Source: an optimization exercise on an open RTL-to-GDS flow (aim: small area, a short achievable clock period and few clock cycles per item). Production flows keep margins and buffers that such runs may drop. In this exercise RTL edits were held to simulation tests only and were not proved equivalent to the original. Power is estimated from default activity; no workload was simulated.

Setup of the reference run:
==> flow/design.v <==
`timescale 1ns/100ps
module cache_controller(
    input [31:0] current_instruction,
    input clock,
    input reset,
    input [127:0] inst_readdata,
    input inst_BUSY,
    output reg inst_read,
    output [31:0] output_instr,
    output reg [5:0] inst_address,
    output reg BUSY
);
    reg         cache_VALID [7:0];
    reg [2:0]   cache_TAG   [7:0];
    reg [127:0] ring        [7:0];
    reg [2:0]   label       [7:0];   
    reg         pend;            
    reg  [2:0]  pend_line;       
    reg         idle_rd;         
    reg         done;            
    reg         waiting;         
    reg [3:0]   word_rd;         
    reg [8:0]   slot_ok;         
    reg [31:0]  out_q;
    wire [9:0] address = current_instruction[9:0];
    wire [2:0] index   = address[6:4];
    wire       fetch   = |current_instruction;
    wire       HIT     = cache_VALID[index] && (cache_TAG[index] == address[9:7]);
    wire       ready   = idle_rd && !done && !waiting;
    wire       enter0  = pend && (pend_line == label[7]);
    wire       enter4  = pend && (pend_line == label[3]);
    wire       enter   = enter0 || enter4;
    wire       go      = !pend || enter || (pend_line == index);
    wire miss   = ready && fetch && !HIT;
    wire read_d = idle_rd ? ((miss || waiting) && go) : inst_BUSY;
    wire wait_d = (miss || waiting) && !go;
    wire done_d = idle_rd ? (ready && fetch && HIT) : !inst_BUSY;
    wire last   = !idle_rd && !inst_BUSY;    
    wire pend_d = last || (pend && !enter && !read_d);
    wire       pend_x    = last || (pend && !enter);
    wire [2:0] pend_next = last ? index : pend_line;
    wire [23:0] labels;
    genvar g;
    generate
        for (g = 0; g < 8; g = g + 1) begin : g_slot
            assign labels[3*g +: 3] = label[g];
        end
    endgenerate
    wire [8:0]  hit;
    wire [35:0] sel_g [3:0];
    cache_slot_match u_match (
        .index(index), .labels({pend_line, labels}), .slot_ok(slot_ok),
        .hit(hit)
    );
    genvar q;
    generate
        for (q = 0; q < 4; q = q + 1) begin : g_sel
            cache_word_select u_select (
                .hit(hit), .word(address[3:2]), .enable(idle_rd),
                .sel(sel_g[q])
            );
        end
    endgenerate
    reg [31:0] out_d;
    integer s, w, b;
    always @(*) begin
        out_d = 32'd0;
        for (b = 0; b < 32; b = b + 1) begin
            for (s = 0; s < 8; s = s + 1)
                for (w = 0; w < 4; w = w + 1)
                    out_d[b] = out_d[b] | (sel_g[b/8][4*s+w] & ring[s][32*w+b]);
            for (w = 0; w < 4; w = w + 1)
                out_d[b] = out_d[b] | ((word_rd[w] | sel_g[b/8][32+w]) & inst_readdata[32*w+b]);
        end
    end
    integer i;
    always @(posedge clock or posedge reset) begin
        if (reset) begin
            idle_rd   <= 1'b1;
            done      <= 1'b0;
            waiting   <= 1'b0;
            inst_read <= 1'b0;
            pend      <= 1'b0;
            slot_ok   <= 9'h0ff;
            for (i = 0; i < 8; i = i + 1)
                label[i] <= i;
        end else begin
            idle_rd   <= !read_d;
            done      <= done_d;
            waiting   <= wait_d;
            inst_read <= read_d;
            pend      <= pend_d;
            slot_ok[0] <= !(pend_x && pend_next == label[7]);
            for (i = 1; i < 8; i = i + 1)
                slot_ok[i] <= !(pend_x && pend_next == label[i-1]);
            slot_ok[8] <= pend_x;
            label[0]  <= label[7];
            for (i = 1; i < 8; i = i + 1)
                label[i] <= label[i-1];
        end
    end
    always @(posedge clock) begin
        for (i = 0; i < 4; i = i + 1)
            word_rd[i] <= read_d && address[3:2] == i;
        BUSY         <= !done_d;
        inst_address <= address[9:4];
        out_q        <= out_d;
        if (last)
            pend_line <= index;
    end
    assign output_instr = out_q;
    always @(posedge clock or posedge reset) begin
        if (reset) begin
            for (i = 0; i < 8; i = i + 1)
                cache_VALID[i] <= 1'b0;
        end else if (last) begin
            cache_VALID[index] <= 1'b1;
        end
    end
    always @(posedge clock) begin
        if (last)
            cache_TAG[index] <= address[9:7];
    end
    always @(posedge clock) begin
        ring[0] <= enter0 ? inst_readdata : ring[7];
        ring[4] <= enter4 ? inst_readdata : ring[3];
        for (i = 1; i < 8; i = i + 1)
            if (i != 4) ring[i] <= ring[i-1];
    end
endmodule
module cache_slot_match (
    input  [2:0]  index,
    input  [26:0] labels,
    input  [8:0]  slot_ok,
    output [8:0]  hit
);
    genvar s;
    generate
        for (s = 0; s < 9; s = s + 1) begin : g_s
            sel_match u_match (.a(index), .b(labels[3*s +: 3]), .en(slot_ok[s]), .y(hit[s]));
        end
    endgenerate
endmodule
module cache_word_select (
    input  [8:0]  hit,
    input  [1:0]  word,
    input         enable,
    output [35:0] sel
);
    wire [3:0] pq;
    sel_dec2 u_pq (.a(word), .en(enable), .y(pq));
    genvar s, w;
    generate
        for (s = 0; s < 9; s = s + 1) begin : g_s
            for (w = 0; w < 4; w = w + 1) begin : g_w
                sel_and2 u_and (.a(hit[s]), .b(pq[w]), .y(sel[4*s+w]));
            end
        end
    endgenerate
endmodule
module sel_dec2 (input [1:0] a, input en, output [3:0] y);
    assign y = {4{en}} & {a[1] & a[0], a[1] & !a[0], !a[1] & a[0], !a[1] & !a[0]};
endmodule
module sel_match (input [2:0] a, input [2:0] b, input en, output y);
    assign y = en && a == b;
endmodule
module sel_and2 (input a, input b, output y);
    assign y = a & b;
endmodule
export LEC_CHECK = 0
export CAP_MARGIN = 20
export CORE_MARGIN = 2
export CORE_UTILIZATION = 55
export CTS_CLUSTER_DIAMETER = 80
export CTS_CLUSTER_SIZE = 25
export PLACE_DENSITY = 0.7
export SETUP_SLACK_MARGIN = 4.15
export SLEW_MARGIN = 20
export SYNTH_HIERARCHICAL = 1
export SYNTH_MINIMUM_KEEP_SIZE = 0
create_clock -name core_clock -period 6.5 [get_ports {clock}]
standard.sh (not shown) runs the stock make flow with config.mk's settings and CLKGATE_MAP_FILE= SYNTH_SCRIPT=/design/flow/synth_recipe.tcl, a recipe that flattens the netlist after the stock synthesis.
==> flow/flow/run.sh <==
#!/bin/bash
# The standard layout, with plain buffers on the ports instead of the
# delay cells buffer_ports picks by default. make's output goes to
# make_finish.log; each ORFS step logs under orfs/logs/.
set -euo pipefail
bash standard.sh \
    BUFFER_PORTS_ARGS="-buffer_cell sky130_fd_sc_hd__buf_2" \
    finish > make_finish.log 2>&1
Testbench counts of the reference run, summed over its fixed seeds: cycles 16,889, requests 6,400.
Changes in the trial run relative to the reference run:
Settings: CTS_CLUSTER_SIZE: 25 -> 32; CTS_CLUSTER_DIAMETER: 80 -> 70.
==> comparison <==
The final number of setup-violating endpoints of the reference run and that of the trial run are within noise of each other.
The trial run against the reference run: end-of-flow core utilization went down by 0.36 points, simple-gate share of the synthesized area essentially unchanged.
The trial run vs. the reference run: transition time at the pin with the least slew margin went down by 0.051 ns.
[the trial run] number of stages on the worst setup path rose 9 relative to the reference run
Met3 layer usage reported by global route in the trial run vs the reference run: down 0.25 points
Sort the trial run and the reference run by worst setup slack, descending, and the reference run comes first.
The trial run completed; timing, DRC and antenna clean
Compared with the reference run, the trial run shows a final cell area excluding filler cells that is 230 um2 lower.
The trial run against the reference run: final period utilization rose 0.46 points, global-route usage fell by 0.26 points, power +220 uW.

[afterwards: timing with drivers on the ports]
The flow's constraints put no driver on any port. The routed layouts listed below were extracted and timed again, unchanged, in two steps. Step 1 sets driving cells, clkbuf_16 on the clock port and buf_2 on the other inputs (assumed; they add their load-dependent delay and slew). Step 2, shift: input delay + t, output delay - t, t = (earliest + latest rising clock arrival at the registers) / 2. This alone moves slack from input paths to output paths. Three values: ideal ports, drivers, drivers and shift; two values: the first two.
run	t (ns)	setup WS [ns]	hold slack, ns	worst slew at a driven data input, ns	cell pins on the clock port's net
the reference run	0.698	3.980 / 3.884 / 3.186	0.351 / 0.351 / 0.351	0.29	1
the trial run	0.703	3.950 / 3.860 / 3.157	0.347 / 0.347 / 0.347	0.25	1
After both steps setup and hold are still met in every run listed. For the reference run, which loses most, drivers alone change the setup slack by -0.096 ns; drivers and shift together by -0.794 ns.
